Context: an optimization exercise on an open-source flow, tuned for small area, a short achievable clock period and few clock cycles per item. The choices shown serve that exercise and are no tape-out recipe. No run shown here included a check of the RTL's function; only the layout flow was run. Power figures rest on the tool's default switching activity, not on a simulated workload.

## flow/design.v (module list and top-level ports; edited modules follow where they fit)
// module sram22_64x32m4w8: 20 lines
// module dot_product: 1542 lines
module dot_product #(
  parameter ADDR_WIDTH = 5,
  parameter WIDTH = 32
) (
  input clk,
  input rst,
  input [ADDR_WIDTH:0] len,
  input [WIDTH-1:0] a_data,
  input a_valid,
  output reg a_ready,
  input [WIDTH-1:0] b_data,
  input b_valid,
  output reg b_ready,
  output [WIDTH-1:0] c_data,
  output reg c_valid,
  input c_ready
);
  // ...
==> flow/flow/run.sh <==
#!/bin/bash
# Own layout flow: the standard layout (standard synthesis, floorplan,
# placement, CTS, routing) run through standard.sh, with extra make settings
# read from flow/make_args.txt (one VAR=value per line). They set how hard
# timing repair works (a setup slack margin, so that repair keeps shortening
# the critical paths after the 10 ns clock is met) and which buffer cell
# buffers the ports. The design's clock and I/O constraints are unchanged.
# make's full output goes to flow_make.log here; each ORFS step also keeps
# its own log under orfs/logs/.
set -euo pipefail
cd "$(dirname "$0")/.."
args=()
while IFS= read -r line || [[ -n "$line" ]]; do
  [[ -z "$line" || "$line" == \#* ]] && continue
  args+=("$line")
done < flow/make_args.txt
bash standard.sh "${args[@]}" finish > flow_make.log 2>&1
==> flow/flow/make_args.txt <==
SETUP_SLACK_MARGIN=6.6
BUFFER_PORTS_ARGS=-buffer_cell sky130_fd_sc_hd__buf_2
==> flow/standard.sh <==
#!/bin/bash
# synth_recipe.tcl (not shown) runs the flow's synth.tcl, then flattens the netlist and writes it again
# the make line also repeats each setting of config.mk as NAME=value (left out here)
make -C /OpenROAD-flow-scripts/flow DESIGN_CONFIG=/design/flow/config.mk WORK_HOME=/design/flow/orfs CLKGATE_MAP_FILE= SYNTH_SCRIPT=/design/flow/synth_recipe.tcl "${@:-finish}"
==> flow/config.mk <==
export PLATFORM = sky130hd
export DESIGN_NAME = dot_product
export DESIGN_NICKNAME = dot_product
export VERILOG_FILES = /design/flow/design.v
export SDC_FILE = /design/flow/constraint.sdc
export NUM_CORES = 4
export LEC_CHECK = 0
export CAP_MARGIN = 5
export CORE_MARGIN = 2
export CORE_UTILIZATION = 40
export PLACE_DENSITY = 0.6
export SLEW_MARGIN = 5
==> flow/constraint.sdc <==
create_clock -name core_clock -period 10.0 [get_ports {clk}]
set_input_delay 2.0000 -clock core_clock [delete_from_list [all_inputs] [get_ports {clk}]]
set_output_delay 2.0000 -clock core_clock [all_outputs]
set_load 0.01 [all_outputs]
==> summary.txt, run 1 <==
* Max_slew headroom at 39.0%
* Highest-power group: combinational cells
* Period utilization at 33.7%
* Final antenna-violating net count at 0
* Commonest cells after routing, fill and taps aside: xnor2_1, a22oi_1, dfxtp_1
* Post-synthesis adder-cell area fraction at 12.3%
* Met3 routed WL at 2970 um
* Maximum clock path buffer count at 3
* Yosys warning count at 1
* Worst hold path class: reg -> reg
* Levels on crit path at 14
* Outcome: complete, no violations
* Num CTS Buffers at 28
* Pins over their slew limit at 0
* Hold Fails Final Rpt at 0
* Critical path peak fanout at 5
* Area Growth Syn to Fin at 18.7%
* Metal2 WL at 26400 um
* Core Area at 50000 um2
* Peak VDD IR at 0.000199 V
* Max Cap Violations at 0
* DR vias at 16200
* Synth top cells by count: xnor2_1, a22oi_1, dfxtp_1
* Storage cell area at 5530 um2
* TritonCTS clock tree: done
* Reg-to-Reg Start: m_13_1
* Final Util at 47.9%
* Syn Area/Cell at 9.41 um2
* Top cell category: multi-input gates
* WHS at 0.534 ns
* Crit start category: register
* P_seq at 1.48 mW
* Worst Setup End Kind: register
* Mux contribution to synthesized area at 1.22%
* R2R Path End: acc[31]
* CTS root buf: clkbuf_16
* Achievable Freq at 0.296 GHz
* Clock network area share at 4.07%
* Final instance area at 23900 um2
* Initial Util at 40.3%
* Slowest-stage cell, CP: a221o_2
* Multi-input combinational area share at 60.4%
* Clock share of power at 11.9%
* R2r worst-path depth at 14
==> inputs of run 2 (changes only) <==
--- a/flow/design.v
+++ b/flow/design.v
@@ -341,6 +341,6 @@
 wire xs1;
 wire xc2;
-assign xs1 = pp0_4 ^ pp1_2;
-assign xc2 = pp0_4 & pp1_2;
+assign xs1 = b_neg[2] ^ pp0_4;
+assign xc2 = b_neg[2] & pp0_4;
 wire xs3;
 wire xc4;
@@ -349,10 +349,10 @@
 wire xs5;
 wire xc6;
-assign xs5 = pp0_6 ^ pp1_4 ^ pp2_2;
-assign xc6 = (pp0_6 & pp1_4) | (pp0_6 & pp2_2) | (pp1_4 & pp2_2);
+assign xs5 = b_neg[3] ^ pp0_6 ^ pp1_4;
+assign xc6 = (b_neg[3] & pp0_6) | (b_neg[3] & pp1_4) | (pp0_6 & pp1_4);
 wire xs7;
 wire xc8;
-assign xs7 = pp3_0 ^ b_neg[3];
-assign xc8 = pp3_0 & b_neg[3];
+assign xs7 = pp2_2 ^ pp3_0;
+assign xc8 = pp2_2 & pp3_0;
 wire xs9;
 wire xc10;
@@ -364,14 +364,14 @@
 assign xc12 = pp3_1 & xc8;
 wire xs13, xc14, xo15, xp16, xp17, xt18;
-assign xp16 = pp0_8 ^ pp1_6;
-assign xp17 = pp2_4 ^ pp3_2;
+assign xp16 = b_neg[4] ^ pp0_8;
+assign xp17 = pp1_6 ^ pp2_4;
 assign xt18 = xp16 ^ xp17;
-assign xs13 = xt18 ^ pp4_0;
-assign xc14 = xt18 ? pp4_0 : pp3_2;
-assign xo15 = xp16 ? pp2_4 : pp0_8;
+assign xs13 = xt18 ^ pp3_2;
+assign xc14 = xt18 ? pp3_2 : pp2_4;
+assign xo15 = xp16 ? pp1_6 : b_neg[4];
 wire xs19;
 wire xc20;
-assign xs19 = b_neg[4] ^ xc10;
-assign xc20 = b_neg[4] & xc10;
+assign xs19 = pp4_0 ^ xc10;
+assign xc20 = pp4_0 & xc10;
 wire xs21, xc22, xo23, xp24, xp25, xt26;
 assign xp24 = pp0_9 ^ pp1_7;
@@ -386,14 +386,14 @@
 assign xc28 = xo15 & xs21;
 wire xs29, xc30, xo31, xp32, xp33, xt34;
-assign xp32 = pp0_10 ^ pp1_8;
-assign xp33 = pp2_6 ^ pp3_4;
+assign xp32 = b_neg[5] ^ pp0_10;
+assign xp33 = pp1_8 ^ pp2_6;
 assign xt34 = xp32 ^ xp33;
-assign xs29 = xt34 ^ pp4_2;
-assign xc30 = xt34 ? pp4_2 : pp3_4;
-assign xo31 = xp32 ? pp2_6 : pp0_10;
+assign xs29 = xt34 ^ pp3_4;
+assign xc30 = xt34 ? pp3_4 : pp2_6;
+assign xo31 = xp32 ? pp1_8 : b_neg[5];
 wire xs35;
 wire xc36;
-assign xs35 = pp5_0 ^ b_neg[5] ^ xo23;
-assign xc36 = (pp5_0 & b_neg[5]) | (pp5_0 & xo23) | (b_neg[5] & xo23);
+assign xs35 = pp4_2 ^ pp5_0 ^ xo23;
+assign xc36 = (pp4_2 & pp5_0) | (pp4_2 & xo23) | (pp5_0 & xo23);
 wire xs37;
 wire xc38;
@@ -416,17 +416,17 @@
 assign xc48 = xc30 & xc36;
 wire xs49, xc50, xo51, xp52, xp53, xt54;
-assign xp52 = pp0_12 ^ pp1_10;
-assign xp53 = pp2_8 ^ pp3_6;
+assign xp52 = b_neg[6] ^ pp0_12;
+assign xp53 = pp1_10 ^ pp2_8;
 assign xt54 = xp52 ^ xp53;
-assign xs49 = xt54 ^ pp4_4;
-assign xc50 = xt54 ? pp4_4 : pp3_6;
-assign xo51 = xp52 ? pp2_8 : pp0_12;
+assign xs49 = xt54 ^ pp3_6;
+assign xc50 = xt54 ? pp3_6 : pp2_8;
+assign xo51 = xp52 ? pp1_10 : b_neg[6];
 wire xs55, xc56, xo57, xp58, xp59, xt60;
-assign xp58 = pp5_2 ^ pp6_0;
-assign xp59 = b_neg[6] ^ xo41;
+assign xp58 = pp4_4 ^ pp5_2;
+assign xp59 = pp6_0 ^ xo41;
 assign xt60 = xp58 ^ xp59;
 assign xs55 = xt60 ^ xs49;
 assign xc56 = xt60 ? xs49 : xo41;
-assign xo57 = xp58 ? b_neg[6] : pp5_2;
+assign xo57 = xp58 ? pp6_0 : pp4_4;
 wire xs61;
 wire xc62;
@@ -452,25 +452,25 @@
 assign xc76 = xc50 & xs69;
 wire xs77, xc78, xo79, xp80, xp81, xt82;
-assign xp80 = pp0_14 ^ pp1_12;
-assign xp81 = pp2_10 ^ pp3_8;
+assign xp80 = b_neg[7] ^ pp0_14;
+assign xp81 = pp1_12 ^ pp2_10;
 assign xt82 = xp80 ^ xp81;
-assign xs77 = xt82 ^ pp4_6;
-assign xc78 = xt82 ? pp4_6 : pp3_8;
-assign xo79 = xp80 ? pp2_10 : pp0_14;
+assign xs77 = xt82 ^ pp3_8;
+assign xc78 = xt82 ? pp3_8 : pp2_10;
+assign xo79 = xp80 ? pp1_12 : b_neg[7];
 wire xs83, xc84, xo85, xp86, xp87, xt88;
-assign xp86 = pp5_4 ^ pp6_2;
-assign xp87 = pp7_0 ^ b_neg[7];
+assign xp86 = pp4_6 ^ pp5_4;
+assign xp87 = pp6_2 ^ pp7_0;
 assign xt88 = xp86 ^ xp87;
 assign xs83 = xt88 ^ xo65;
-assign xc84 = xt88 ? xo65 : b_neg[7];
-assign xo85 = xp86 ? pp7_0 : pp5_4;
+assign xc84 = xt88 ? xo65 : pp7_0;
+assign xo85 = xp86 ? pp6_2 : pp4_6;
 wire xs89;
 wire xc90;
-assign xs89 = xs77 ^ xc64 ^ xs83;
-assign xc90 = (xs77 & xc64) | (xs77 & xs83) | (xc64 & xs83);
+assign xs89 = xs77 ^ xs83 ^ xc64;
+assign xc90 = (xs77 & xs83) | (xs77 & xc64) | (xs83 & xc64);
 wire xs91;
 wire xc92;
-assign xs91 = xo71 ^ xc70;
-assign xc92 = xo71 & xc70;
+assign xs91 = xo71 ^ xs89;
+assign xc92 = xo71 & xs89;
 wire xs93, xc94, xo95, xp96, xp97, xt98;
 assign xp96 = pp0_15 ^ pp1_13;
@@ -496,17 +496,17 @@
 assign xc108 = xc90 & xs99;
 wire xs109, xc110, xo111, xp112, xp113, xt114;
-assign xp112 = pp0_16 ^ pp1_14;
-assign xp113 = pp2_12 ^ pp3_10;
+assign xp112 = b_neg[8] ^ pp0_16;
+assign xp113 = pp1_14 ^ pp2_12;
 assign xt114 = xp112 ^ xp113;
-assign xs109 = xt114 ^ pp4_8;
-assign xc110 = xt114 ? pp4_8 : pp3_10;
-assign xo111 = xp112 ? pp2_12 : pp0_16;
+assign xs109 = xt114 ^ pp3_10;
+assign xc110 = xt114 ? pp3_10 : pp2_12;
+assign xo111 = xp112 ? pp1_14 : b_neg[8];
 wire xs115, xc116, xo117, xp118, xp119, xt120;
-assign xp118 = pp5_6 ^ pp6_4;
-assign xp119 = pp7_2 ^ pp8_0;
+assign xp118 = pp4_8 ^ pp5_6;
+assign xp119 = pp6_4 ^ pp7_2;
 assign xt120 = xp118 ^ xp119;
-assign xs115 = xt120 ^ b_neg[8];
-assign xc116 = xt120 ? b_neg[8] : pp8_0;
-assign xo117 = xp118 ? pp7_2 : pp5_6;
+assign xs115 = xt120 ^ pp8_0;
+assign xc116 = xt120 ? pp8_0 : pp7_2;
+assign xo117 = xp118 ? pp6_4 : pp4_8;
 wire xs121, xc122, xo123, xp124, xp125, xt126;
 assign xp124 = xo95 ^ xo101;
@@ -518,6 +518,6 @@
 wire xs127;
 wire xc128;
-assign xs127 = xc100 ^ xc106;
-assign xc128 = xc100 & xc106;
+assign xs127 = xs121 ^ xc100;
+assign xc128 = xs121 & xc100;
 wire xs129, xc130, xo131, xp132, xp133, xt134;
 assign xp132 = pp0_17 ^ pp1_15;
@@ -536,42 +536,42 @@
 wire xs141, xc142, xo143, xp144, xp145, xt146;
 assign xp144 = xo117 ^ xs129;
-assign xp145 = xc110 ^ xc116;
+assign xp145 = xs135 ^ xc110;
 assign xt146 = xp144 ^ xp145;
-assign xs141 = xt146 ^ xs135;
-assign xc142 = xt146 ? xs135 : xc116;
-assign xo143 = xp144 ? xc110 : xo117;
+assign xs141 = xt146 ^ xc116;
+assign xc142 = xt146 ? xc116 : xc110;
+assign xo143 = xp144 ? xs135 : xo117;
 wire xs147;
 wire xc148;
-assign xs147 = xo123 ^ xs141;
-assign xc148 = xo123 & xs141;
+assign xs147 = xo123 ^ xc122;
+assign xc148 = xo123 & xc122;
 wire xs149, xc150, xo151, xp152, xp153, xt154;
-assign xp152 = pp0_18 ^ pp1_16;
-assign xp153 = pp2_14 ^ pp3_12;
+assign xp152 = b_neg[9] ^ pp0_18;
+assign xp153 = pp1_16 ^ pp2_14;
 assign xt154 = xp152 ^ xp153;
-assign xs149 = xt154 ^ pp4_10;
-assign xc150 = xt154 ? pp4_10 : pp3_12;
-assign xo151 = xp152 ? pp2_14 : pp0_18;
+assign xs149 = xt154 ^ pp3_12;
+assign xc150 = xt154 ? pp3_12 : pp2_14;
+assign xo151 = xp152 ? pp1_16 : b_neg[9];
 wire xs155, xc156, xo157, xp158, xp159, xt160;
-assign xp158 = pp5_8 ^ pp6_6;
-assign xp159 = pp7_4 ^ pp8_2;
+assign xp158 = pp4_10 ^ pp5_8;
+assign xp159 = pp6_6 ^ pp7_4;
 assign xt160 = xp158 ^ xp159;
-assign xs155 = xt160 ^ pp9_0;
-assign xc156 = xt160 ? pp9_0 : pp8_2;
-assign xo157 = xp158 ? pp7_4 : pp5_8;
+assign xs155 = xt160 ^ pp8_2;
+assign xc156 = xt160 ? pp8_2 : pp7_4;
+assign xo157 = xp158 ? pp6_6 : pp4_10;
 wire xs161, xc162, xo163, xp164, xp165, xt166;
-assign xp164 = b_neg[9] ^ xo131;
+assign xp164 = pp9_0 ^ xo131;
 assign xp165 = xo137 ^ xs149;
 assign xt166 = xp164 ^ xp165;
 assign xs161 = xt166 ^ xs155;
 assign xc162 = xt166 ? xs155 : xs149;
-assign xo163 = xp164 ? xo137 : b_neg[9];
+assign xo163 = xp164 ? xo137 : pp9_0;
 wire xs167;
 wire xc168;
-assign xs167 = xc130 ^ xc136 ^ xo143;
-assign xc168 = (xc130 & xc136) | (xc130 & xo143) | (xc136 & xo143);
+assign xs167 = xc130 ^ xc136 ^ xs161;
+assign xc168 = (xc130 & xc136) | (xc130 & xs161) | (xc136 & xs161);
 wire xs169;
 wire xc170;
-assign xs169 = xs161 ^ xc142;
-assign xc170 = xs161 & xc142;
+assign xs169 = xo143 ^ xc142;
+assign xc170 = xo143 & xc142;
 wire xs171, xc172, xo173, xp174, xp175, xt176;
 assign xp174 = pp0_19 ^ pp1_17;
@@ -604,24 +604,24 @@
 assign xc192 = xc162 & xc168;
 wire xs193, xc194, xo195, xp196, xp197, xt198;
-assign xp196 = pp0_20 ^ pp1_18;
-assign xp197 = pp2_16 ^ pp3_14;
+assign xp196 = b_neg[10] ^ pp0_20;
+assign xp197 = pp1_18 ^ pp2_16;
 assign xt198 = xp196 ^ xp197;
-assign xs193 = xt198 ^ pp4_12;
-assign xc194 = xt198 ? pp4_12 : pp3_14;
-assign xo195 = xp196 ? pp2_16 : pp0_20;
+assign xs193 = xt198 ^ pp3_14;
+assign xc194 = xt198 ? pp3_14 : pp2_16;
+assign xo195 = xp196 ? pp1_18 : b_neg[10];
 wire xs199, xc200, xo201, xp202, xp203, xt204;
-assign xp202 = pp5_10 ^ pp6_8;
-assign xp203 = pp7_6 ^ pp8_4;
+assign xp202 = pp4_12 ^ pp5_10;
+assign xp203 = pp6_8 ^ pp7_6;
 assign xt204 = xp202 ^ xp203;
-assign xs199 = xt204 ^ pp9_2;
-assign xc200 = xt204 ? pp9_2 : pp8_4;
-assign xo201 = xp202 ? pp7_6 : pp5_10;
+assign xs199 = xt204 ^ pp8_4;
+assign xc200 = xt204 ? pp8_4 : pp7_6;
+assign xo201 = xp202 ? pp6_8 : pp4_12;
 wire xs205, xc206, xo207, xp208, xp209, xt210;
-assign xp208 = pp10_0 ^ b_neg[10];
+assign xp208 = pp9_2 ^ pp10_0;
 assign xp209 = xo173 ^ xo179;
 assign xt210 = xp208 ^ xp209;
 assign xs205 = xt210 ^ xs193;
 assign xc206 = xt210 ? xs193 : xo179;
-assign xo207 = xp208 ? xo173 : pp10_0;
+assign xo207 = xp208 ? xo173 : pp9_2;
 wire xs211, xc212, xo213, xp214, xp215, xt216;
 assign xp214 = xs199 ^ xc172;
@@ -658,34 +658,34 @@
 wire xs237, xc238, xo239, xp240, xp241, xt242;
 assign xp240 = xc194 ^ xc200;
-assign xp241 = xo207 ^ xc206;
+assign xp241 = xo207 ^ xs231;
 assign xt242 = xp240 ^ xp241;
-assign xs237 = xt242 ^ xo213;
-assign xc238 = xt242 ? xo213 : xc206;
+assign xs237 = xt242 ^ xc206;
+assign xc238 = xt242 ? xc206 : xs231;
 assign xo239 = xp240 ? xo207 : xc194;
 wire xs243;
 wire xc244;
-assign xs243 = xs231 ^ xs237;
-assign xc244 = xs231 & xs237;
+assign xs243 = xo213 ^ xs237;
+assign xc244 = xo213 & xs237;
 wire xs245, xc246, xo247, xp248, xp249, xt250;
-assign xp248 = pp0_22 ^ pp1_20;
-assign xp249 = pp2_18 ^ pp3_16;
+assign xp248 = b_neg[11] ^ pp0_22;
+assign xp249 = pp1_20 ^ pp2_18;
 assign xt250 = xp248 ^ xp249;
-assign xs245 = xt250 ^ pp4_14;
-assign xc246 = xt250 ? pp4_14 : pp3_16;
-assign xo247 = xp248 ? pp2_18 : pp0_22;
+assign xs245 = xt250 ^ pp3_16;
+assign xc246 = xt250 ? pp3_16 : pp2_18;
+assign xo247 = xp248 ? pp1_20 : b_neg[11];
 wire xs251, xc252, xo253, xp254, xp255, xt256;
-assign xp254 = pp5_12 ^ pp6_10;
-assign xp255 = pp7_8 ^ pp8_6;
+assign xp254 = pp4_14 ^ pp5_12;
+assign xp255 = pp6_10 ^ pp7_8;
 assign xt256 = xp254 ^ xp255;
-assign xs251 = xt256 ^ pp9_4;
-assign xc252 = xt256 ? pp9_4 : pp8_6;
-assign xo253 = xp254 ? pp7_8 : pp5_12;
+assign xs251 = xt256 ^ pp8_6;
+assign xc252 = xt256 ? pp8_6 : pp7_8;
+assign xo253 = xp254 ? pp6_10 : pp4_14;
 wire xs257, xc258, xo259, xp260, xp261, xt262;
-assign xp260 = pp10_2 ^ pp11_0;
-assign xp261 = b_neg[11] ^ xo221;
+assign xp260 = pp9_4 ^ pp10_2;
+assign xp261 = pp11_0 ^ xo221;
 assign xt262 = xp260 ^ xp261;
 assign xs257 = xt262 ^ xo227;
 assign xc258 = xt262 ? xo227 : xo221;
-assign xo259 = xp260 ? b_neg[11] : pp10_2;
+assign xo259 = xp260 ? pp11_0 : pp9_4;
 wire xs263, xc264, xo265, xp266, xp267, xt268;
 assign xp266 = xs245 ^ xs251;
@@ -697,10 +697,10 @@
 wire xs269;
 wire xc270;
-assign xs269 = xs257 ^ xs263 ^ xc232;
-assign xc270 = (xs257 & xs263) | (xs257 & xc232) | (xs263 & xc232);
+assign xs269 = xs257 ^ xc232 ^ xs263;
+assign xc270 = (xs257 & xc232) | (xs257 & xs263) | (xc232 & xs263);
 wire xs271;
 wire xc272;
-assign xs271 = xo239 ^ xc238;
-assign xc272 = xo239 & xc238;
+assign xs271 = xo239 ^ xs269;
+assign xc272 = xo239 & xs269;
 wire xs273, xc274, xo275, xp276, xp277, xt278;
 assign xp276 = pp0_23 ^ pp1_21;
@@ -740,38 +740,38 @@
 assign xc300 = xc264 & xc270;
 wire xs301, xc302, xo303, xp304, xp305, xt306;
-assign xp304 = pp0_24 ^ pp1_22;
-assign xp305 = pp2_20 ^ pp3_18;
+assign xp304 = b_neg[12] ^ pp0_24;
+assign xp305 = pp1_22 ^ pp2_20;
 assign xt306 = xp304 ^ xp305;
-assign xs301 = xt306 ^ pp4_16;
-assign xc302 = xt306 ? pp4_16 : pp3_18;
-assign xo303 = xp304 ? pp2_20 : pp0_24;
+assign xs301 = xt306 ^ pp3_18;
+assign xc302 = xt306 ? pp3_18 : pp2_20;
+assign xo303 = xp304 ? pp1_22 : b_neg[12];
 wire xs307, xc308, xo309, xp310, xp311, xt312;
-assign xp310 = pp5_14 ^ pp6_12;
-assign xp311 = pp7_10 ^ pp8_8;
+assign xp310 = pp4_16 ^ pp5_14;
+assign xp311 = pp6_12 ^ pp7_10;
 assign xt312 = xp310 ^ xp311;
-assign xs307 = xt312 ^ pp9_6;
-assign xc308 = xt312 ? pp9_6 : pp8_8;
-assign xo309 = xp310 ? pp7_10 : pp5_14;
+assign xs307 = xt312 ^ pp8_8;
+assign xc308 = xt312 ? pp8_8 : pp7_10;
+assign xo309 = xp310 ? pp6_12 : pp4_16;
 wire xs313, xc314, xo315, xp316, xp317, xt318;
-assign xp316 = pp10_4 ^ pp11_2;
-assign xp317 = pp12_0 ^ b_neg[12];
+assign xp316 = pp9_6 ^ pp10_4;
+assign xp317 = pp11_2 ^ pp12_0;
 assign xt318 = xp316 ^ xp317;
 assign xs313 = xt318 ^ xo275;
-assign xc314 = xt318 ? xo275 : b_neg[12];
-assign xo315 = xp316 ? pp12_0 : pp10_4;
+assign xc314 = xt318 ? xo275 : pp12_0;
+assign xo315 = xp316 ? pp11_2 : pp9_6;
 wire xs319, xc320, xo321, xp322, xp323, xt324;
 assign xp322 = xo281 ^ xs301;
-assign xp323 = xs307 ^ xc274;
+assign xp323 = xs307 ^ xs313;
 assign xt324 = xp322 ^ xp323;
-assign xs319 = xt324 ^ xc280;
-assign xc320 = xt324 ? xc280 : xc274;
+assign xs319 = xt324 ^ xc274;
+assign xc320 = xt324 ? xc274 : xs313;
 assign xo321 = xp322 ? xs307 : xo281;
 wire xs325, xc326, xo327, xp328, xp329, xt330;
-assign xp328 = xs313 ^ xo287;
+assign xp328 = xc280 ^ xo287;
 assign xp329 = xc286 ^ xo293;
 assign xt330 = xp328 ^ xp329;
 assign xs325 = xt330 ^ xs319;
 assign xc326 = xt330 ? xs319 : xo293;
-assign xo327 = xp328 ? xc286 : xs313;
+assign xo327 = xp328 ? xc286 : xc280;
 wire xs331;
 wire xc332;
@@ -815,27 +815,27 @@
 wire xs363;
 wire xc364;
-assign xs363 = xo327 ^ xc326;
-assign xc364 = xo327 & xc326;
+assign xs363 = xo327 ^ xs357;
+assign xc364 = xo327 & xs357;
 wire xs365, xc366, xo367, xp368, xp369, xt370;
-assign xp368 = pp0_26 ^ pp1_24;
-assign xp369 = pp2_22 ^ pp3_20;
+assign xp368 = b_neg[13] ^ pp0_26;
+assign xp369 = pp1_24 ^ pp2_22;
 assign xt370 = xp368 ^ xp369;
-assign xs365 = xt370 ^ pp4_18;
-assign xc366 = xt370 ? pp4_18 : pp3_20;
-assign xo367 = xp368 ? pp2_22 : pp0_26;
+assign xs365 = xt370 ^ pp3_20;
+assign xc366 = xt370 ? pp3_20 : pp2_22;
+assign xo367 = xp368 ? pp1_24 : b_neg[13];
 wire xs371, xc372, xo373, xp374, xp375, xt376;
-assign xp374 = pp5_16 ^ pp6_14;
-assign xp375 = pp7_12 ^ pp8_10;
+assign xp374 = pp4_18 ^ pp5_16;
+assign xp375 = pp6_14 ^ pp7_12;
 assign xt376 = xp374 ^ xp375;
-assign xs371 = xt376 ^ pp9_8;
-assign xc372 = xt376 ? pp9_8 : pp8_10;
-assign xo373 = xp374 ? pp7_12 : pp5_16;
+assign xs371 = xt376 ^ pp8_10;
+assign xc372 = xt376 ? pp8_10 : pp7_12;
+assign xo373 = xp374 ? pp6_14 : pp4_18;
 wire xs377, xc378, xo379, xp380, xp381, xt382;
-assign xp380 = pp10_6 ^ pp11_4;
-assign xp381 = pp12_2 ^ pp13_0;
+assign xp380 = pp9_8 ^ pp10_6;
+assign xp381 = pp11_4 ^ pp12_2;
 assign xt382 = xp380 ^ xp381;
-assign xs377 = xt382 ^ b_neg[13];
-assign xc378 = xt382 ? b_neg[13] : pp13_0;
-assign xo379 = xp380 ? pp12_2 : pp10_6;
+assign xs377 = xt382 ^ pp13_0;
+assign xc378 = xt382 ? pp13_0 : pp12_2;
+assign xo379 = xp380 ? pp11_4 : pp9_8;
 wire xs383, xc384, xo385, xp386, xp387, xt388;
 assign xp386 = xo335 ^ xo341;
@@ -849,11 +849,11 @@
 assign xp393 = xc340 ^ xo353;
 assign xt394 = xp392 ^ xp393;
-assign xs389 = xt394 ^ xc346;
-assign xc390 = xt394 ? xc346 : xo353;
+assign xs389 = xt394 ^ xs383;
+assign xc390 = xt394 ? xs383 : xo353;
 assign xo391 = xp392 ? xc340 : xs377;
 wire xs395;
 wire xc396;
-assign xs395 = xs383 ^ xc352 ^ xo359;
-assign xc396 = (xs383 & xc352) | (xs383 & xo359) | (xc352 & xo359);
+assign xs395 = xc346 ^ xc352 ^ xo359;
+assign xc396 = (xc346 & xc352) | (xc346 & xo359) | (xc352 & xo359);
 wire xs397;
 wire xc398;
@@ -885,18 +885,18 @@
 assign xp421 = xs399 ^ xs405;
 assign xt422 = xp420 ^ xp421;
-assign xs417 = xt422 ^ xc366;
-assign xc418 = xt422 ? xc366 : xs405;
+assign xs417 = xt422 ^ xs411;
+assign xc418 = xt422 ? xs411 : xs405;
 assign xo419 = xp420 ? xs399 : xo373;
 wire xs423, xc424, xo425, xp426, xp427, xt428;
-assign xp426 = xc372 ^ xc378;
-assign xp427 = xs411 ^ xo385;
+assign xp426 = xc366 ^ xc372;
+assign xp427 = xc378 ^ xo385;
 assign xt428 = xp426 ^ xp427;
-assign xs423 = xt428 ^ xo391;
-assign xc424 = xt428 ? xo391 : xo385;
-assign xo425 = xp426 ? xs411 : xc372;
+assign xs423 = xt428 ^ xs417;
+assign xc424 = xt428 ? xs417 : xo385;
+assign xo425 = xp426 ? xc378 : xc366;
 wire xs429;
 wire xc430;
-assign xs429 = xs417 ^ xc384 ^ xs423;
-assign xc430 = (xs417 & xc384) | (xs417 & xs423) | (xc384 & xs423);
+assign xs429 = xo391 ^ xc384 ^ xs423;
+assign xc430 = (xo391 & xc384) | (xo391 & xs423) | (xc384 & xs423);
 wire xs431;
 wire xc432;
@@ -904,31 +904,31 @@
 assign xc432 = xc390 & xc396;
 wire xs433, xc434, xo435, xp436, xp437, xt438;
-assign xp436 = pp0_28 ^ pp1_26;
-assign xp437 = pp2_24 ^ pp3_22;
+assign xp436 = b_neg[14] ^ pp0_28;
+assign xp437 = pp1_26 ^ pp2_24;
 assign xt438 = xp436 ^ xp437;
-assign xs433 = xt438 ^ pp4_20;
-assign xc434 = xt438 ? pp4_20 : pp3_22;
-assign xo435 = xp436 ? pp2_24 : pp0_28;
+assign xs433 = xt438 ^ pp3_22;
+assign xc434 = xt438 ? pp3_22 : pp2_24;
+assign xo435 = xp436 ? pp1_26 : b_neg[14];
 wire xs439, xc440, xo441, xp442, xp443, xt444;
-assign xp442 = pp5_18 ^ pp6_16;
-assign xp443 = pp7_14 ^ pp8_12;
+assign xp442 = pp4_20 ^ pp5_18;
+assign xp443 = pp6_16 ^ pp7_14;
 assign xt444 = xp442 ^ xp443;
-assign xs439 = xt444 ^ pp9_10;
-assign xc440 = xt444 ? pp9_10 : pp8_12;
-assign xo441 = xp442 ? pp7_14 : pp5_18;
+assign xs439 = xt444 ^ pp8_12;
+assign xc440 = xt444 ? pp8_12 : pp7_14;
+assign xo441 = xp442 ? pp6_16 : pp4_20;
 wire xs445, xc446, xo447, xp448, xp449, xt450;
-assign xp448 = pp10_8 ^ pp11_6;
-assign xp449 = pp12_4 ^ pp13_2;
+assign xp448 = pp9_10 ^ pp10_8;
+assign xp449 = pp11_6 ^ pp12_4;
 assign xt450 = xp448 ^ xp449;
-assign xs445 = xt450 ^ pp14_0;
-assign xc446 = xt450 ? pp14_0 : pp13_2;
-assign xo447 = xp448 ? pp12_4 : pp10_8;
+assign xs445 = xt450 ^ pp13_2;
+assign xc446 = xt450 ? pp13_2 : pp12_4;
+assign xo447 = xp448 ? pp11_6 : pp9_10;
 wire xs451, xc452, xo453, xp454, xp455, xt456;
-assign xp454 = b_neg[14] ^ xo401;
+assign xp454 = pp14_0 ^ xo401;
 assign xp455 = xo407 ^ xo413;
 assign xt456 = xp454 ^ xp455;
 assign xs451 = xt456 ^ xs433;
 assign xc452 = xt456 ? xs433 : xo413;
-assign xo453 = xp454 ? xo407 : b_neg[14];
+assign xo453 = xp454 ? xo407 : pp14_0;
 wire xs457, xc458, xo459, xp460, xp461, xt462;
 assign xp460 = xs439 ^ xs445;
@@ -940,8 +940,8 @@
 wire xs463, xc464, xo465, xp466, xp467, xt468;
 assign xp466 = xo419 ^ xs451;
-assign xp467 = xo425 ^ xs457;
+assign xp467 = xo425 ^ xc418;
 assign xt468 = xp466 ^ xp467;
-assign xs463 = xt468 ^ xc418;
-assign xc464 = xt468 ? xc418 : xs457;
+assign xs463 = xt468 ^ xs457;
+assign xc464 = xt468 ? xs457 : xc418;
 assign xo465 = xp466 ? xo425 : xo419;
 wire xs469;
@@ -985,10 +985,10 @@
 assign xo497 = xp498 ? xc440 : xs483;
 wire xs501, xc502, xo503, xp504, xp505, xt506;
-assign xp504 = xc452 ^ xo459;
-assign xp505 = xs489 ^ xs495;
+assign xp504 = xs489 ^ xc452;
+assign xp505 = xo459 ^ xs495;
 assign xt506 = xp504 ^ xp505;
 assign xs501 = xt506 ^ xc458;
 assign xc502 = xt506 ? xc458 : xs495;
-assign xo503 = xp504 ? xs489 : xc452;
+assign xo503 = xp504 ? xo459 : xs489;
 wire xs507;
 wire xc508;
@@ -996,31 +996,31 @@
 assign xc508 = xo465 & xs501;
 wire xs509, xc510, xo511, xp512, xp513, xt514;
-assign xp512 = pp0_30 ^ pp1_28;
-assign xp513 = pp2_26 ^ pp3_24;
+assign xp512 = b_neg[15] ^ pp0_30;
+assign xp513 = pp1_28 ^ pp2_26;
 assign xt514 = xp512 ^ xp513;
-assign xs509 = xt514 ^ pp4_22;
-assign xc510 = xt514 ? pp4_22 : pp3_24;
-assign xo511 = xp512 ? pp2_26 : pp0_30;
+assign xs509 = xt514 ^ pp3_24;
+assign xc510 = xt514 ? pp3_24 : pp2_26;
+assign xo511 = xp512 ? pp1_28 : b_neg[15];
 wire xs515, xc516, xo517, xp518, xp519, xt520;
-assign xp518 = pp5_20 ^ pp6_18;
-assign xp519 = pp7_16 ^ pp8_14;
+assign xp518 = pp4_22 ^ pp5_20;
+assign xp519 = pp6_18 ^ pp7_16;
 assign xt520 = xp518 ^ xp519;
-assign xs515 = xt520 ^ pp9_12;
-assign xc516 = xt520 ? pp9_12 : pp8_14;
-assign xo517 = xp518 ? pp7_16 : pp5_20;
+assign xs515 = xt520 ^ pp8_14;
+assign xc516 = xt520 ? pp8_14 : pp7_16;
+assign xo517 = xp518 ? pp6_18 : pp4_22;
 wire xs521, xc522, xo523, xp524, xp525, xt526;
-assign xp524 = pp10_10 ^ pp11_8;
-assign xp525 = pp12_6 ^ pp13_4;
+assign xp524 = pp9_12 ^ pp10_10;
+assign xp525 = pp11_8 ^ pp12_6;
 assign xt526 = xp524 ^ xp525;
-assign xs521 = xt526 ^ pp14_2;
-assign xc522 = xt526 ? pp14_2 : pp13_4;
-assign xo523 = xp524 ? pp12_6 : pp10_10;
+assign xs521 = xt526 ^ pp13_4;
+assign xc522 = xt526 ? pp13_4 : pp12_6;
+assign xo523 = xp524 ? pp11_8 : pp9_12;
 wire xs527, xc528, xo529, xp530, xp531, xt532;
-assign xp530 = pp15_0 ^ b_neg[15];
+assign xp530 = pp14_2 ^ pp15_0;
 assign xp531 = xo473 ^ xo479;
 assign xt532 = xp530 ^ xp531;
 assign xs527 = xt532 ^ xo485;
 assign xc528 = xt532 ? xo485 : xo479;
-assign xo529 = xp530 ? xo473 : pp15_0;
+assign xo529 = xp530 ? xo473 : pp14_2;
 wire xs533, xc534, xo535, xp536, xp537, xt538;
 assign xp536 = xs509 ^ xs515;
@@ -1034,11 +1034,11 @@
 assign xp543 = xs527 ^ xo497;
 assign xt544 = xp542 ^ xp543;
-assign xs539 = xt544 ^ xs533;
-assign xc540 = xt544 ? xs533 : xo497;
+assign xs539 = xt544 ^ xc490;
+assign xc540 = xt544 ? xc490 : xo497;
 assign xo541 = xp542 ? xs527 : xc484;
 wire xs545;
 wire xc546;
-assign xs545 = xc490 ^ xc496 ^ xo503;
-assign xc546 = (xc490 & xc496) | (xc490 & xo503) | (xc496 & xo503);
+assign xs545 = xs533 ^ xc496 ^ xo503;
+assign xc546 = (xs533 & xc496) | (xs533 & xo503) | (xc496 & xo503);
 wire xs547;
 wire xc548;
@@ -1180,14 +1180,14 @@
 reg m_31_14;
 always @(posedge clk) begin
-  m_0_0 <= pp0_0;
-  m_0_1 <= b_neg[0];
+  m_0_0 <= b_neg[0];
+  m_0_1 <= pp0_0;
   m_1_0 <= pp0_1;
-  m_2_0 <= pp0_2;
-  m_2_1 <= pp1_0;
-  m_2_2 <= b_neg[1];
+  m_2_0 <= b_neg[1];
+  m_2_1 <= pp0_2;
+  m_2_2 <= pp1_0;
   m_3_0 <= pp0_3;
   m_3_1 <= pp1_1;
-  m_4_0 <= pp2_0;
-  m_4_1 <= b_neg[2];
+  m_4_0 <= pp1_2;
+  m_4_1 <= pp2_0;
   m_4_2 <= xs1;
   m_5_0 <= pp2_1;
@@ -1203,6 +1203,6 @@
   m_8_1 <= xs13;
   m_8_2 <= xs19;
-  m_9_0 <= xc14;
-  m_9_1 <= xc20;
+  m_9_0 <= xc20;
+  m_9_1 <= xc14;
   m_9_2 <= xs27;
   m_10_0 <= xc28;
@@ -1215,17 +1215,17 @@
   m_12_1 <= xc48;
   m_12_2 <= xs61;
-  m_13_0 <= xc56;
-  m_13_1 <= xc62;
+  m_13_0 <= xc62;
+  m_13_1 <= xc56;
   m_13_2 <= xs75;
-  m_14_0 <= xs89;
+  m_14_0 <= xc70;
   m_14_1 <= xc76;
   m_14_2 <= xs91;
   m_15_0 <= xs105;
-  m_15_1 <= xc92;
-  m_15_2 <= xs107;
-  m_16_0 <= xs121;
+  m_15_1 <= xs107;
+  m_15_2 <= xc92;
+  m_16_0 <= xc106;
   m_16_1 <= xc108;
   m_16_2 <= xs127;
-  m_17_0 <= xc122;
+  m_17_0 <= xs141;
   m_17_1 <= xc128;
   m_17_2 <= xs147;
@@ -1233,24 +1233,24 @@
   m_18_1 <= xs167;
   m_18_2 <= xs169;
-  m_19_0 <= xc170;
-  m_19_1 <= xs189;
+  m_19_0 <= xs189;
+  m_19_1 <= xc170;
   m_19_2 <= xs191;
   m_20_0 <= xs211;
   m_20_1 <= xc192;
   m_20_2 <= xs217;
-  m_21_0 <= xc212;
-  m_21_1 <= xc218;
+  m_21_0 <= xc218;
+  m_21_1 <= xc212;
   m_21_2 <= xs243;
-  m_22_0 <= xs269;
+  m_22_0 <= xc238;
   m_22_1 <= xc244;
   m_22_2 <= xs271;
   m_23_0 <= xs297;
-  m_23_1 <= xc272;
-  m_23_2 <= xs299;
+  m_23_1 <= xs299;
+  m_23_2 <= xc272;
   m_24_0 <= xs325;
   m_24_1 <= xc300;
   m_24_2 <= xs331;
-  m_25_0 <= xs357;
-  m_25_1 <= xc332;
+  m_25_0 <= xc332;
+  m_25_1 <= xc326;
   m_25_2 <= xs363;
   m_26_0 <= xc364;
@@ -1261,6 +1261,6 @@
   m_27_2 <= xs431;
   m_28_0 <= xc430;
-  m_28_1 <= xc432;
-  m_28_2 <= xs469;
+  m_28_1 <= xs469;
+  m_28_2 <= xc432;
   m_29_0 <= xc464;
   m_29_1 <= xc470;
@@ -1294,241 +1294,243 @@
 assign ys566 = m_1_0 ^ accg[1];
 assign yc567 = m_1_0 & accg[1];
-wire ys568, yc569, yo570, yp571, yp572, yt573;
-assign yp571 = m_2_0 ^ m_2_1;
-assign yp572 = m_2_2 ^ accg[2];
-assign yt573 = yp571 ^ yp572;
-assign ys568 = yt573 ^ yc567;
-assign yc569 = yt573 ? yc567 : accg[2];
-assign yo570 = yp571 ? m_2_2 : m_2_0;
-wire ys574, yc575, yo576, yp577, yp578, yt579;
-assign yp577 = m_3_0 ^ m_3_1;
-assign yp578 = accg[3] ^ yo570;
-assign yt579 = yp577 ^ yp578;
-assign ys574 = yt579 ^ yc569;
-assign yc575 = yt579 ? yc569 : yo570;
-assign yo576 = yp577 ? accg[3] : m_3_0;
-wire ys580, yc581, yo582, yp583, yp584, yt585;
-assign yp583 = m_4_0 ^ m_4_1;
-assign yp584 = m_4_2 ^ accg[4];
-assign yt585 = yp583 ^ yp584;
-assign ys580 = yt585 ^ yo576;
-assign yc581 = yt585 ? yo576 : accg[4];
-assign yo582 = yp583 ? m_4_2 : m_4_0;
-wire ys586, yc587, yo588, yp589, yp590, yt591;
-assign yp589 = m_5_0 ^ m_5_1;
-assign yp590 = m_5_2 ^ accg[5];
-assign yt591 = yp589 ^ yp590;
-assign ys586 = yt591 ^ yo582;
-assign yc587 = yt591 ? yo582 : accg[5];
-assign yo588 = yp589 ? m_5_2 : m_5_0;
-wire ys592, yc593, yo594, yp595, yp596, yt597;
-assign yp595 = m_6_0 ^ m_6_1;
-assign yp596 = m_6_2 ^ accg[6];
-assign yt597 = yp595 ^ yp596;
-assign ys592 = yt597 ^ yo588;
-assign yc593 = yt597 ? yo588 : accg[6];
-assign yo594 = yp595 ? m_6_2 : m_6_0;
-wire ys598, yc599, yo600, yp601, yp602, yt603;
-assign yp601 = m_7_0 ^ m_7_1;
-assign yp602 = m_7_2 ^ accg[7];
-assign yt603 = yp601 ^ yp602;
-assign ys598 = yt603 ^ yo594;
-assign yc599 = yt603 ? yo594 : accg[7];
-assign yo600 = yp601 ? m_7_2 : m_7_0;
-wire ys604, yc605, yo606, yp607, yp608, yt609;
-assign yp607 = m_8_0 ^ m_8_1;
-assign yp608 = m_8_2 ^ accg[8];
-assign yt609 = yp607 ^ yp608;
-assign ys604 = yt609 ^ yo600;
-assign yc605 = yt609 ? yo600 : accg[8];
-assign yo606 = yp607 ? m_8_2 : m_8_0;
-wire ys610, yc611, yo612, yp613, yp614, yt615;
-assign yp613 = m_9_0 ^ m_9_1;
-assign yp614 = m_9_2 ^ accg[9];
-assign yt615 = yp613 ^ yp614;
-assign ys610 = yt615 ^ yo606;
-assign yc611 = yt615 ? yo606 : accg[9];
-assign yo612 = yp613 ? m_9_2 : m_9_0;
-wire ys616, yc617, yo618, yp619, yp620, yt621;
-assign yp619 = m_10_0 ^ m_10_1;
-assign yp620 = m_10_2 ^ accg[10];
-assign yt621 = yp619 ^ yp620;
-assign ys616 = yt621 ^ yo612;
-assign yc617 = yt621 ? yo612 : accg[10];
-assign yo618 = yp619 ? m_10_2 : m_10_0;
-wire ys622, yc623, yo624, yp625, yp626, yt627;
-assign yp625 = m_11_0 ^ m_11_1;
-assign yp626 = m_11_2 ^ accg[11];
-assign yt627 = yp625 ^ yp626;
-assign ys622 = yt627 ^ yo618;
-assign yc623 = yt627 ? yo618 : accg[11];
-assign yo624 = yp625 ? m_11_2 : m_11_0;
-wire ys628, yc629, yo630, yp631, yp632, yt633;
-assign yp631 = m_12_0 ^ m_12_1;
-assign yp632 = m_12_2 ^ accg[12];
-assign yt633 = yp631 ^ yp632;
-assign ys628 = yt633 ^ yo624;
-assign yc629 = yt633 ? yo624 : accg[12];
-assign yo630 = yp631 ? m_12_2 : m_12_0;
-wire ys634, yc635, yo636, yp637, yp638, yt639;
-assign yp637 = m_13_0 ^ m_13_1;
-assign yp638 = m_13_2 ^ accg[13];
-assign yt639 = yp637 ^ yp638;
-assign ys634 = yt639 ^ yo630;
-assign yc635 = yt639 ? yo630 : accg[13];
-assign yo636 = yp637 ? m_13_2 : m_13_0;
-wire ys640, yc641, yo642, yp643, yp644, yt645;
-assign yp643 = m_14_0 ^ m_14_1;
-assign yp644 = m_14_2 ^ accg[14];
-assign yt645 = yp643 ^ yp644;
-assign ys640 = yt645 ^ yo636;
-assign yc641 = yt645 ? yo636 : accg[14];
-assign yo642 = yp643 ? m_14_2 : m_14_0;
-wire ys646, yc647, yo648, yp649, yp650, yt651;
-assign yp649 = m_15_0 ^ m_15_1;
-assign yp650 = m_15_2 ^ accg[15];
-assign yt651 = yp649 ^ yp650;
-assign ys646 = yt651 ^ yo642;
-assign yc647 = yt651 ? yo642 : accg[15];
-assign yo648 = yp649 ? m_15_2 : m_15_0;
-wire ys652, yc653, yo654, yp655, yp656, yt657;
-assign yp655 = m_16_0 ^ m_16_1;
-assign yp656 = m_16_2 ^ accg[16];
-assign yt657 = yp655 ^ yp656;
-assign ys652 = yt657 ^ yo648;
-assign yc653 = yt657 ? yo648 : accg[16];
-assign yo654 = yp655 ? m_16_2 : m_16_0;
-wire ys658, yc659, yo660, yp661, yp662, yt663;
-assign yp661 = m_17_0 ^ m_17_1;
-assign yp662 = m_17_2 ^ accg[17];
-assign yt663 = yp661 ^ yp662;
-assign ys658 = yt663 ^ yo654;
-assign yc659 = yt663 ? yo654 : accg[17];
-assign yo660 = yp661 ? m_17_2 : m_17_0;
-wire ys664, yc665, yo666, yp667, yp668, yt669;
-assign yp667 = m_18_0 ^ m_18_1;
-assign yp668 = m_18_2 ^ accg[18];
-assign yt669 = yp667 ^ yp668;
-assign ys664 = yt669 ^ yo660;
-assign yc665 = yt669 ? yo660 : accg[18];
-assign yo666 = yp667 ? m_18_2 : m_18_0;
-wire ys670, yc671, yo672, yp673, yp674, yt675;
-assign yp673 = m_19_0 ^ m_19_1;
-assign yp674 = m_19_2 ^ accg[19];
-assign yt675 = yp673 ^ yp674;
-assign ys670 = yt675 ^ yo666;
-assign yc671 = yt675 ? yo666 : accg[19];
-assign yo672 = yp673 ? m_19_2 : m_19_0;
-wire ys676, yc677, yo678, yp679, yp680, yt681;
-assign yp679 = m_20_0 ^ m_20_1;
-assign yp680 = m_20_2 ^ accg[20];
-assign yt681 = yp679 ^ yp680;
-assign ys676 = yt681 ^ yo672;
-assign yc677 = yt681 ? yo672 : accg[20];
-assign yo678 = yp679 ? m_20_2 : m_20_0;
-wire ys682, yc683, yo684, yp685, yp686, yt687;
-assign yp685 = m_21_0 ^ m_21_1;
-assign yp686 = m_21_2 ^ accg[21];
-assign yt687 = yp685 ^ yp686;
-assign ys682 = yt687 ^ yo678;
-assign yc683 = yt687 ? yo678 : accg[21];
-assign yo684 = yp685 ? m_21_2 : m_21_0;
-wire ys688, yc689, yo690, yp691, yp692, yt693;
-assign yp691 = m_22_0 ^ m_22_1;
-assign yp692 = m_22_2 ^ accg[22];
-assign yt693 = yp691 ^ yp692;
-assign ys688 = yt693 ^ yo684;
-assign yc689 = yt693 ? yo684 : accg[22];
-assign yo690 = yp691 ? m_22_2 : m_22_0;
-wire ys694, yc695, yo696, yp697, yp698, yt699;
-assign yp697 = m_23_0 ^ m_23_1;
-assign yp698 = m_23_2 ^ accg[23];
-assign yt699 = yp697 ^ yp698;
-assign ys694 = yt699 ^ yo690;
-assign yc695 = yt699 ? yo690 : accg[23];
-assign yo696 = yp697 ? m_23_2 : m_23_0;
-wire ys700, yc701, yo702, yp703, yp704, yt705;
-assign yp703 = m_24_0 ^ m_24_1;
-assign yp704 = m_24_2 ^ accg[24];
-assign yt705 = yp703 ^ yp704;
-assign ys700 = yt705 ^ yo696;
-assign yc701 = yt705 ? yo696 : accg[24];
-assign yo702 = yp703 ? m_24_2 : m_24_0;
-wire ys706, yc707, yo708, yp709, yp710, yt711;
-assign yp709 = m_25_0 ^ m_25_1;
-assign yp710 = m_25_2 ^ accg[25];
-assign yt711 = yp709 ^ yp710;
-assign ys706 = yt711 ^ yo702;
-assign yc707 = yt711 ? yo702 : accg[25];
-assign yo708 = yp709 ? m_25_2 : m_25_0;
-wire ys712, yc713, yo714, yp715, yp716, yt717;
-assign yp715 = m_26_0 ^ m_26_1;
-assign yp716 = m_26_2 ^ accg[26];
-assign yt717 = yp715 ^ yp716;
-assign ys712 = yt717 ^ yo708;
-assign yc713 = yt717 ? yo708 : accg[26];
-assign yo714 = yp715 ? m_26_2 : m_26_0;
-wire ys718, yc719, yo720, yp721, yp722, yt723;
-assign yp721 = m_27_0 ^ m_27_1;
-assign yp722 = m_27_2 ^ accg[27];
-assign yt723 = yp721 ^ yp722;
-assign ys718 = yt723 ^ yo714;
-assign yc719 = yt723 ? yo714 : accg[27];
-assign yo720 = yp721 ? m_27_2 : m_27_0;
-wire ys724, yc725, yo726, yp727, yp728, yt729;
-assign yp727 = m_28_0 ^ m_28_1;
-assign yp728 = m_28_2 ^ accg[28];
-assign yt729 = yp727 ^ yp728;
-assign ys724 = yt729 ^ yo720;
-assign yc725 = yt729 ? yo720 : accg[28];
-assign yo726 = yp727 ? m_28_2 : m_28_0;
-wire ys730, yc731, yo732, yp733, yp734, yt735;
-assign yp733 = m_29_0 ^ m_29_1;
-assign yp734 = m_29_2 ^ accg[29];
-assign yt735 = yp733 ^ yp734;
-assign ys730 = yt735 ^ yo726;
-assign yc731 = yt735 ? yo726 : accg[29];
-assign yo732 = yp733 ? m_29_2 : m_29_0;
-wire ys736, yc737, yo738, yp739, yp740, yt741;
-assign yp739 = m_30_0 ^ m_30_1;
-assign yp740 = m_30_2 ^ accg[30];
-assign yt741 = yp739 ^ yp740;
-assign ys736 = yt741 ^ yo732;
-assign yc737 = yt741 ? yo732 : accg[30];
-assign yo738 = yp739 ? m_30_2 : m_30_0;
+wire ys568;
+wire yc569;
+assign ys568 = m_2_0 ^ m_2_1 ^ m_2_2;
+assign yc569 = (m_2_0 & m_2_1) | (m_2_0 & m_2_2) | (m_2_1 & m_2_2);
+wire ys570;
+wire yc571;
+assign ys570 = accg[2] ^ yc567;
+assign yc571 = accg[2] & yc567;
+wire ys572;
+wire yc573;
+assign ys572 = m_3_0 ^ m_3_1 ^ accg[3];
+assign yc573 = (m_3_0 & m_3_1) | (m_3_0 & accg[3]) | (m_3_1 & accg[3]);
+wire ys574;
+wire yc575;
+assign ys574 = yc569 ^ yc571;
+assign yc575 = yc569 & yc571;
+wire ys576, yc577, yo578, yp579, yp580, yt581;
+assign yp579 = m_4_0 ^ m_4_1;
+assign yp580 = m_4_2 ^ accg[4];
+assign yt581 = yp579 ^ yp580;
+assign ys576 = yt581 ^ yc573;
+assign yc577 = yt581 ? yc573 : accg[4];
+assign yo578 = yp579 ? m_4_2 : m_4_0;
+wire ys582, yc583, yo584, yp585, yp586, yt587;
+assign yp585 = m_5_0 ^ m_5_1;
+assign yp586 = m_5_2 ^ accg[5];
+assign yt587 = yp585 ^ yp586;
+assign ys582 = yt587 ^ yo578;
+assign yc583 = yt587 ? yo578 : accg[5];
+assign yo584 = yp585 ? m_5_2 : m_5_0;
+wire ys588, yc589, yo590, yp591, yp592, yt593;
+assign yp591 = m_6_0 ^ m_6_1;
+assign yp592 = m_6_2 ^ accg[6];
+assign yt593 = yp591 ^ yp592;
+assign ys588 = yt593 ^ yo584;
+assign yc589 = yt593 ? yo584 : accg[6];
+assign yo590 = yp591 ? m_6_2 : m_6_0;
+wire ys594, yc595, yo596, yp597, yp598, yt599;
+assign yp597 = m_7_0 ^ m_7_1;
+assign yp598 = m_7_2 ^ accg[7];
+assign yt599 = yp597 ^ yp598;
+assign ys594 = yt599 ^ yo590;
+assign yc595 = yt599 ? yo590 : accg[7];
+assign yo596 = yp597 ? m_7_2 : m_7_0;
+wire ys600, yc601, yo602, yp603, yp604, yt605;
+assign yp603 = m_8_0 ^ m_8_1;
+assign yp604 = m_8_2 ^ accg[8];
+assign yt605 = yp603 ^ yp604;
+assign ys600 = yt605 ^ yo596;
+assign yc601 = yt605 ? yo596 : accg[8];
+assign yo602 = yp603 ? m_8_2 : m_8_0;
+wire ys606, yc607, yo608, yp609, yp610, yt611;
+assign yp609 = m_9_0 ^ m_9_1;
+assign yp610 = m_9_2 ^ accg[9];
+assign yt611 = yp609 ^ yp610;
+assign ys606 = yt611 ^ yo602;
+assign yc607 = yt611 ? yo602 : accg[9];
+assign yo608 = yp609 ? m_9_2 : m_9_0;
+wire ys612, yc613, yo614, yp615, yp616, yt617;
+assign yp615 = m_10_0 ^ m_10_1;
+assign yp616 = m_10_2 ^ accg[10];
+assign yt617 = yp615 ^ yp616;
+assign ys612 = yt617 ^ yo608;
+assign yc613 = yt617 ? yo608 : accg[10];
+assign yo614 = yp615 ? m_10_2 : m_10_0;
+wire ys618, yc619, yo620, yp621, yp622, yt623;
+assign yp621 = m_11_0 ^ m_11_1;
+assign yp622 = m_11_2 ^ accg[11];
+assign yt623 = yp621 ^ yp622;
+assign ys618 = yt623 ^ yo614;
+assign yc619 = yt623 ? yo614 : accg[11];
+assign yo620 = yp621 ? m_11_2 : m_11_0;
+wire ys624, yc625, yo626, yp627, yp628, yt629;
+assign yp627 = m_12_0 ^ m_12_1;
+assign yp628 = m_12_2 ^ accg[12];
+assign yt629 = yp627 ^ yp628;
+assign ys624 = yt629 ^ yo620;
+assign yc625 = yt629 ? yo620 : accg[12];
+assign yo626 = yp627 ? m_12_2 : m_12_0;
+wire ys630, yc631, yo632, yp633, yp634, yt635;
+assign yp633 = m_13_0 ^ m_13_1;
+assign yp634 = m_13_2 ^ accg[13];
+assign yt635 = yp633 ^ yp634;
+assign ys630 = yt635 ^ yo626;
+assign yc631 = yt635 ? yo626 : accg[13];
+assign yo632 = yp633 ? m_13_2 : m_13_0;
+wire ys636, yc637, yo638, yp639, yp640, yt641;
+assign yp639 = m_14_0 ^ m_14_1;
+assign yp640 = m_14_2 ^ accg[14];
+assign yt641 = yp639 ^ yp640;
+assign ys636 = yt641 ^ yo632;
+assign yc637 = yt641 ? yo632 : accg[14];
+assign yo638 = yp639 ? m_14_2 : m_14_0;
+wire ys642, yc643, yo644, yp645, yp646, yt647;
+assign yp645 = m_15_0 ^ m_15_1;
+assign yp646 = m_15_2 ^ accg[15];
+assign yt647 = yp645 ^ yp646;
+assign ys642 = yt647 ^ yo638;
+assign yc643 = yt647 ? yo638 : accg[15];
+assign yo644 = yp645 ? m_15_2 : m_15_0;
+wire ys648, yc649, yo650, yp651, yp652, yt653;
+assign yp651 = m_16_0 ^ m_16_1;
+assign yp652 = m_16_2 ^ accg[16];
+assign yt653 = yp651 ^ yp652;
+assign ys648 = yt653 ^ yo644;
+assign yc649 = yt653 ? yo644 : accg[16];
+assign yo650 = yp651 ? m_16_2 : m_16_0;
+wire ys654, yc655, yo656, yp657, yp658, yt659;
+assign yp657 = m_17_0 ^ m_17_1;
+assign yp658 = m_17_2 ^ accg[17];
+assign yt659 = yp657 ^ yp658;
+assign ys654 = yt659 ^ yo650;
+assign yc655 = yt659 ? yo650 : accg[17];
+assign yo656 = yp657 ? m_17_2 : m_17_0;
+wire ys660, yc661, yo662, yp663, yp664, yt665;
+assign yp663 = m_18_0 ^ m_18_1;
+assign yp664 = m_18_2 ^ accg[18];
+assign yt665 = yp663 ^ yp664;
+assign ys660 = yt665 ^ yo656;
+assign yc661 = yt665 ? yo656 : accg[18];
+assign yo662 = yp663 ? m_18_2 : m_18_0;
+wire ys666, yc667, yo668, yp669, yp670, yt671;
+assign yp669 = m_19_0 ^ m_19_1;
+assign yp670 = m_19_2 ^ accg[19];
+assign yt671 = yp669 ^ yp670;
+assign ys666 = yt671 ^ yo662;
+assign yc667 = yt671 ? yo662 : accg[19];
+assign yo668 = yp669 ? m_19_2 : m_19_0;
+wire ys672, yc673, yo674, yp675, yp676, yt677;
+assign yp675 = m_20_0 ^ m_20_1;
+assign yp676 = m_20_2 ^ accg[20];
+assign yt677 = yp675 ^ yp676;
+assign ys672 = yt677 ^ yo668;
+assign yc673 = yt677 ? yo668 : accg[20];
+assign yo674 = yp675 ? m_20_2 : m_20_0;
+wire ys678, yc679, yo680, yp681, yp682, yt683;
+assign yp681 = m_21_0 ^ m_21_1;
+assign yp682 = m_21_2 ^ accg[21];
+assign yt683 = yp681 ^ yp682;
+assign ys678 = yt683 ^ yo674;
+assign yc679 = yt683 ? yo674 : accg[21];
+assign yo680 = yp681 ? m_21_2 : m_21_0;
+wire ys684, yc685, yo686, yp687, yp688, yt689;
+assign yp687 = m_22_0 ^ m_22_1;
+assign yp688 = m_22_2 ^ accg[22];
+assign yt689 = yp687 ^ yp688;
+assign ys684 = yt689 ^ yo680;
+assign yc685 = yt689 ? yo680 : accg[22];
+assign yo686 = yp687 ? m_22_2 : m_22_0;
+wire ys690, yc691, yo692, yp693, yp694, yt695;
+assign yp693 = m_23_0 ^ m_23_1;
+assign yp694 = m_23_2 ^ accg[23];
+assign yt695 = yp693 ^ yp694;
+assign ys690 = yt695 ^ yo686;
+assign yc691 = yt695 ? yo686 : accg[23];
+assign yo692 = yp693 ? m_23_2 : m_23_0;
+wire ys696, yc697, yo698, yp699, yp700, yt701;
+assign yp699 = m_24_0 ^ m_24_1;
+assign yp700 = m_24_2 ^ accg[24];
+assign yt701 = yp699 ^ yp700;
+assign ys696 = yt701 ^ yo692;
+assign yc697 = yt701 ? yo692 : accg[24];
+assign yo698 = yp699 ? m_24_2 : m_24_0;
+wire ys702, yc703, yo704, yp705, yp706, yt707;
+assign yp705 = m_25_0 ^ m_25_1;
+assign yp706 = m_25_2 ^ accg[25];
+assign yt707 = yp705 ^ yp706;
+assign ys702 = yt707 ^ yo698;
+assign yc703 = yt707 ? yo698 : accg[25];
+assign yo704 = yp705 ? m_25_2 : m_25_0;
+wire ys708, yc709, yo710, yp711, yp712, yt713;
+assign yp711 = m_26_0 ^ m_26_1;
+assign yp712 = m_26_2 ^ accg[26];
+assign yt713 = yp711 ^ yp712;
+assign ys708 = yt713 ^ yo704;
+assign yc709 = yt713 ? yo704 : accg[26];
+assign yo710 = yp711 ? m_26_2 : m_26_0;
+wire ys714, yc715, yo716, yp717, yp718, yt719;
+assign yp717 = m_27_0 ^ m_27_1;
+assign yp718 = m_27_2 ^ accg[27];
+assign yt719 = yp717 ^ yp718;
+assign ys714 = yt719 ^ yo710;
+assign yc715 = yt719 ? yo710 : accg[27];
+assign yo716 = yp717 ? m_27_2 : m_27_0;
+wire ys720, yc721, yo722, yp723, yp724, yt725;
+assign yp723 = m_28_0 ^ m_28_1;
+assign yp724 = m_28_2 ^ accg[28];
+assign yt725 = yp723 ^ yp724;
+assign ys720 = yt725 ^ yo716;
+assign yc721 = yt725 ? yo716 : accg[28];
+assign yo722 = yp723 ? m_28_2 : m_28_0;
+wire ys726, yc727, yo728, yp729, yp730, yt731;
+assign yp729 = m_29_0 ^ m_29_1;
+assign yp730 = m_29_2 ^ accg[29];
+assign yt731 = yp729 ^ yp730;
+assign ys726 = yt731 ^ yo722;
+assign yc727 = yt731 ? yo722 : accg[29];
+assign yo728 = yp729 ? m_29_2 : m_29_0;
+wire ys732, yc733, yo734, yp735, yp736, yt737;
+assign yp735 = m_30_0 ^ m_30_1;
+assign yp736 = m_30_2 ^ accg[30];
+assign yt737 = yp735 ^ yp736;
+assign ys732 = yt737 ^ yo728;
+assign yc733 = yt737 ? yo728 : accg[30];
+assign yo734 = yp735 ? m_30_2 : m_30_0;
+wire ys738;
+assign ys738 = m_31_0 ^ m_31_1;
+wire ys739;
+assign ys739 = m_31_2 ^ m_31_3;
+wire ys740;
+assign ys740 = m_31_4 ^ m_31_5;
+wire ys741;
+assign ys741 = m_31_6 ^ m_31_7;
 wire ys742;
-assign ys742 = m_31_0 ^ m_31_1;
+assign ys742 = m_31_8 ^ m_31_9;
 wire ys743;
-assign ys743 = m_31_2 ^ m_31_3;
+assign ys743 = m_31_10 ^ m_31_11;
 wire ys744;
-assign ys744 = m_31_4 ^ m_31_5;
+assign ys744 = m_31_12 ^ m_31_13;
 wire ys745;
-assign ys745 = m_31_6 ^ m_31_7;
+assign ys745 = m_31_14 ^ accg[31];
 wire ys746;
-assign ys746 = m_31_8 ^ m_31_9;
+assign ys746 = ys738 ^ ys739;
 wire ys747;
-assign ys747 = m_31_10 ^ m_31_11;
+assign ys747 = ys740 ^ ys741;
 wire ys748;
-assign ys748 = m_31_12 ^ m_31_13;
+assign ys748 = ys742 ^ ys743;
 wire ys749;
-assign ys749 = m_31_14 ^ accg[31];
+assign ys749 = ys744 ^ ys745;
 wire ys750;
-assign ys750 = ys742 ^ ys743;
+assign ys750 = ys746 ^ ys747;
 wire ys751;
-assign ys751 = ys744 ^ ys745;
+assign ys751 = ys748 ^ ys749;
 wire ys752;
-assign ys752 = ys746 ^ ys747;
+assign ys752 = yo734 ^ ys750;
 wire ys753;
-assign ys753 = ys748 ^ ys749;
-wire ys754;
-assign ys754 = ys750 ^ ys751;
-wire ys755;
-assign ys755 = ys752 ^ ys753;
-wire ys756;
-assign ys756 = yo738 ^ ys754;
-wire ys757;
-assign ys757 = ys755 ^ yc737;
-wire [WIDTH-1:0] sx = {ys756, ys736, ys730, ys724, ys718, ys712, ys706, ys700, ys694, ys688, ys682, ys676, ys670, ys664, ys658, ys652, ys646, ys640, ys634, ys628, ys622, ys616, ys610, ys604, ys598, ys592, ys586, ys580, ys574, ys568, yc565, accg[0]};
-wire [WIDTH-1:0] sy = {ys757, yc731, yc725, yc719, yc713, yc707, yc701, yc695, yc689, yc683, yc677, yc671, yc665, yc659, yc653, yc647, yc641, yc635, yc629, yc623, yc617, yc611, yc605, yc599, yc593, yc587, yc581, yc575, 1'b0, 1'b0, ys566, ys564};
+assign ys753 = ys751 ^ ys752;
+wire [WIDTH-1:0] sx = {yc733, ys732, ys726, ys720, ys714, ys708, ys702, ys696, ys690, ys684, ys678, ys672, ys666, ys660, ys654, ys648, ys642, ys636, ys630, ys624, ys618, ys612, ys606, ys600, ys594, ys588, ys582, ys576, ys572, ys568, yc565, accg[0]};
+wire [WIDTH-1:0] sy = {ys753, yc727, yc721, yc715, yc709, yc703, yc697, yc691, yc685, yc679, yc673, yc667, yc661, yc655, yc649, yc643, yc637, yc631, yc625, yc619, yc613, yc607, yc601, yc595, yc589, yc583, yc577, yc575, ys574, ys570, ys566, ys564};
 wire [WIDTH-1:0] acc_nx = sx + sy;
 always @(posedge clk) begin
--- a/flow/config.mk
+++ b/flow/config.mk
@@ -6,7 +6,7 @@
 export NUM_CORES = 4
 export LEC_CHECK = 0
-export CAP_MARGIN = 5
+export CAP_MARGIN = 20
 export CORE_MARGIN = 2
 export CORE_UTILIZATION = 40
 export PLACE_DENSITY = 0.6
-export SLEW_MARGIN = 5
+export SLEW_MARGIN = 20
==> run 2 against run 1 <==
  * Highest routed layer unchanged
  * Non-clock buffer count decreased by 58
  * First-iteration DRC count up 8.7%
  * Combinational power decreased by 3%
==> summary.txt, run 2 <==
* Period utilization at 33.3% (was 33.7%)
* Area Growth Syn to Fin at 14.9% (was 18.7%)
* Achievable Freq at 0.300 GHz (was 0.296 GHz)
* WHS at 0.513 ns (was 0.534 ns)
* DR vias at 16000 (was 16200)
* Vias/cell at 5.47 (was 5.39)
* Core Area at 50100 um2 (was 50000 um2)
* Post-synthesis adder-cell area fraction at 13.0% (was 12.3%)
* Max_slew headroom at 54.2% (was 39.0%)
* Mux contribution to synthesized area at 1.07% (was 1.22%)
* Pins over their slew limit at 0 (unchanged)
* 1st-iter DRT viols at 1321 (was 1215)
* Final Util at 46.6% (was 47.9%)
* Initial antenna violation count at 0 (unchanged)
* Compound-Gate Fraction of Synth Area at 14.2% (was 14.4%)
* Die area at 52500 um2 (was 52200 um2)
* Largest family of logic cells by synthesized area: XOR/XNOR gates (unchanged)
* Buf+Inv Stages, Crit Path at 0 (unchanged)
* Syn Area/Cell at 9.52 um2 (was 9.41 um2)
* Post-synth cell types at 57 (unchanged)
* Yosys warning count at 1 (unchanged)
* Crit start category: register (unchanged)
* Worst Setup End Kind: register (unchanged)
* Hold Fails Final Rpt at 0 (unchanged)
* Xor/xnor cell area share of the yosys netlist at 33.4% (was 33.2%)
* Slowest-stage cell, CP: edfxtp_1 (was a221o_2)
* CTS root buf: clkbuf_16 (unchanged)
* Outcome: complete, no violations (unchanged)
* Num CTS Buffers at 27 (was 28)
* Initial Util at 40.5% (was 40.3%)
* Commonest cells after routing, fill and taps aside: xnor2_1, a22oi_1, dfxtp_1 (unchanged)
* R2r worst-path depth at 9 (was 14)
* Regs by FF count: a_r x32, acc x32 (unchanged)
* Critical path peak fanout at 12 (was 5)
* Levels on crit path at 9 (was 14)
* Synth top cells by count: xnor2_1, a22oi_1, dfxtp_1 (unchanged)
* Sequential fraction of the synthesis area at 27.2% (was 27.4%)
* Remaining global-route overflow at 0 (unchanged)
* Maximum clock path buffer count at 3 (unchanged)
* HPWL Detailed at 38300 um (was 38700 um)
* CP Data Arrival Time at 3.77 ns (was 3.81 ns)
* FFs w/ async S/R, synth at 0% (unchanged)
* Most Frequent Cell on Critical Path: xnor2_1 (was a21o_1)
* Max Cap Violations at 0 (unchanged)
* Worst hold path class: reg -> reg (unchanged)
* CTS H-tree depth at 1 (unchanged)
* Peak VDD IR at 0.000191 V (was 0.000199 V)
* Final antenna-violating net count at 0 (unchanged)
* TritonCTS clock tree: done (unchanged)
run 2: power breakdown:
| part | internal, mW | switching, mW | leakage [nW] | total, mW |
|---|---|---|---|---|
| Sequential | 1.29 | 0.182 | 2.21 | 1.47 |
| Clock | 0.573 | 0.412 | 0.424 | 0.985 |
| Combinational | 2.88 | 3.35 | 5.64 | 6.23 |
| Total | 4.75 | 3.94 | 8.27 | 8.69 |
run 2: final timing paths:
check                 start      to  slack [ns]
setup / recovery  b_one[10]  m_30_1        6.67
hold / removal         n[1]    n[1]        0.51
setup reg to reg  b_one[10]  m_30_1        6.67
hold reg to reg        n[1]    n[1]        0.51
run 2: cell families (layout without fill, tap and decap cells):
family	Yosys count	count (layout)
mux	20	20
compound gates	411	411
xor+xnor	763	763
flops	236	236
fa+ha+maj	230	230
simple gates	297	297
buf+inv	174	307
run 2: worst min-delay path: stages, from the launching register on:
cell	delay, ns
dfxtp_1	0.35
nand2_1	0.07
a21oi_1	0.05
run 2: what timing repair did:
| action | 4_1_cts | 5_1_grt |
|---|---|---|
| hold buffers | 0 | 0 |
| pin swaps | 5 | 26 |
| endpoints found under the setup margin | 33 | 26 |
| setup buffers | 46 | 36 |
| resized for setup | 22 | 62 |
| cloned | 0 | 1 |
run 2: routing by layer:
layer | part of all wire [%] | track usage (%)
met1 | 42 | 26.3
met2 | 48 | 35.1
met3 | 6.8 | 3.00
met4 | 3.2 | 7.79
met5 | 0 | 0
run 2: cell type report:
class	instances	area (um2)	area share (%)
multi-input combinational	1721	14300	61.4
inverter	29	109	0.467
sequential	236	5530	23.7
tap	672	841	3.61
clock inverter	20	190	0.816
timing repair buffer	228	1640	7.04
clock buffer	30	687	2.95
run 2: through the flow:
step           setup WS (ns)  cell area [um2]
5_1_grt                 6.56            23300
6_report                6.67            23300
4_1_cts                 6.60            22600
3_5_place_dp            6.17            21200
2_1_floorplan           6.00            20300
3_3_place_gp            6.21            21200

what the ideal ports hide:
No port has a modelled driver above. Below, the same layouts with a new extraction and two added sets of constraints.
Step 1: set_driving_cell puts a clkbuf_16 on clk and a buf_2 on each other input, an assumption about the parent block.
Step 2, shift: input delay + t, output delay - t, t = (earliest + latest rising clock arrival at the registers) / 2. This alone moves slack from input paths to output paths.
Slacks: ideal ports / drivers / drivers and shift; pairs: ideal ports / drivers.
| run | t (ns) | setup slack, ns |
|---|---|---|
| run 1 | 0.625 | 6.627 / 6.627 / 6.558 |
| run 2 | 0.619 | 6.672 / 6.672 / 6.560 |
After both steps every run listed still meets setup and hold.
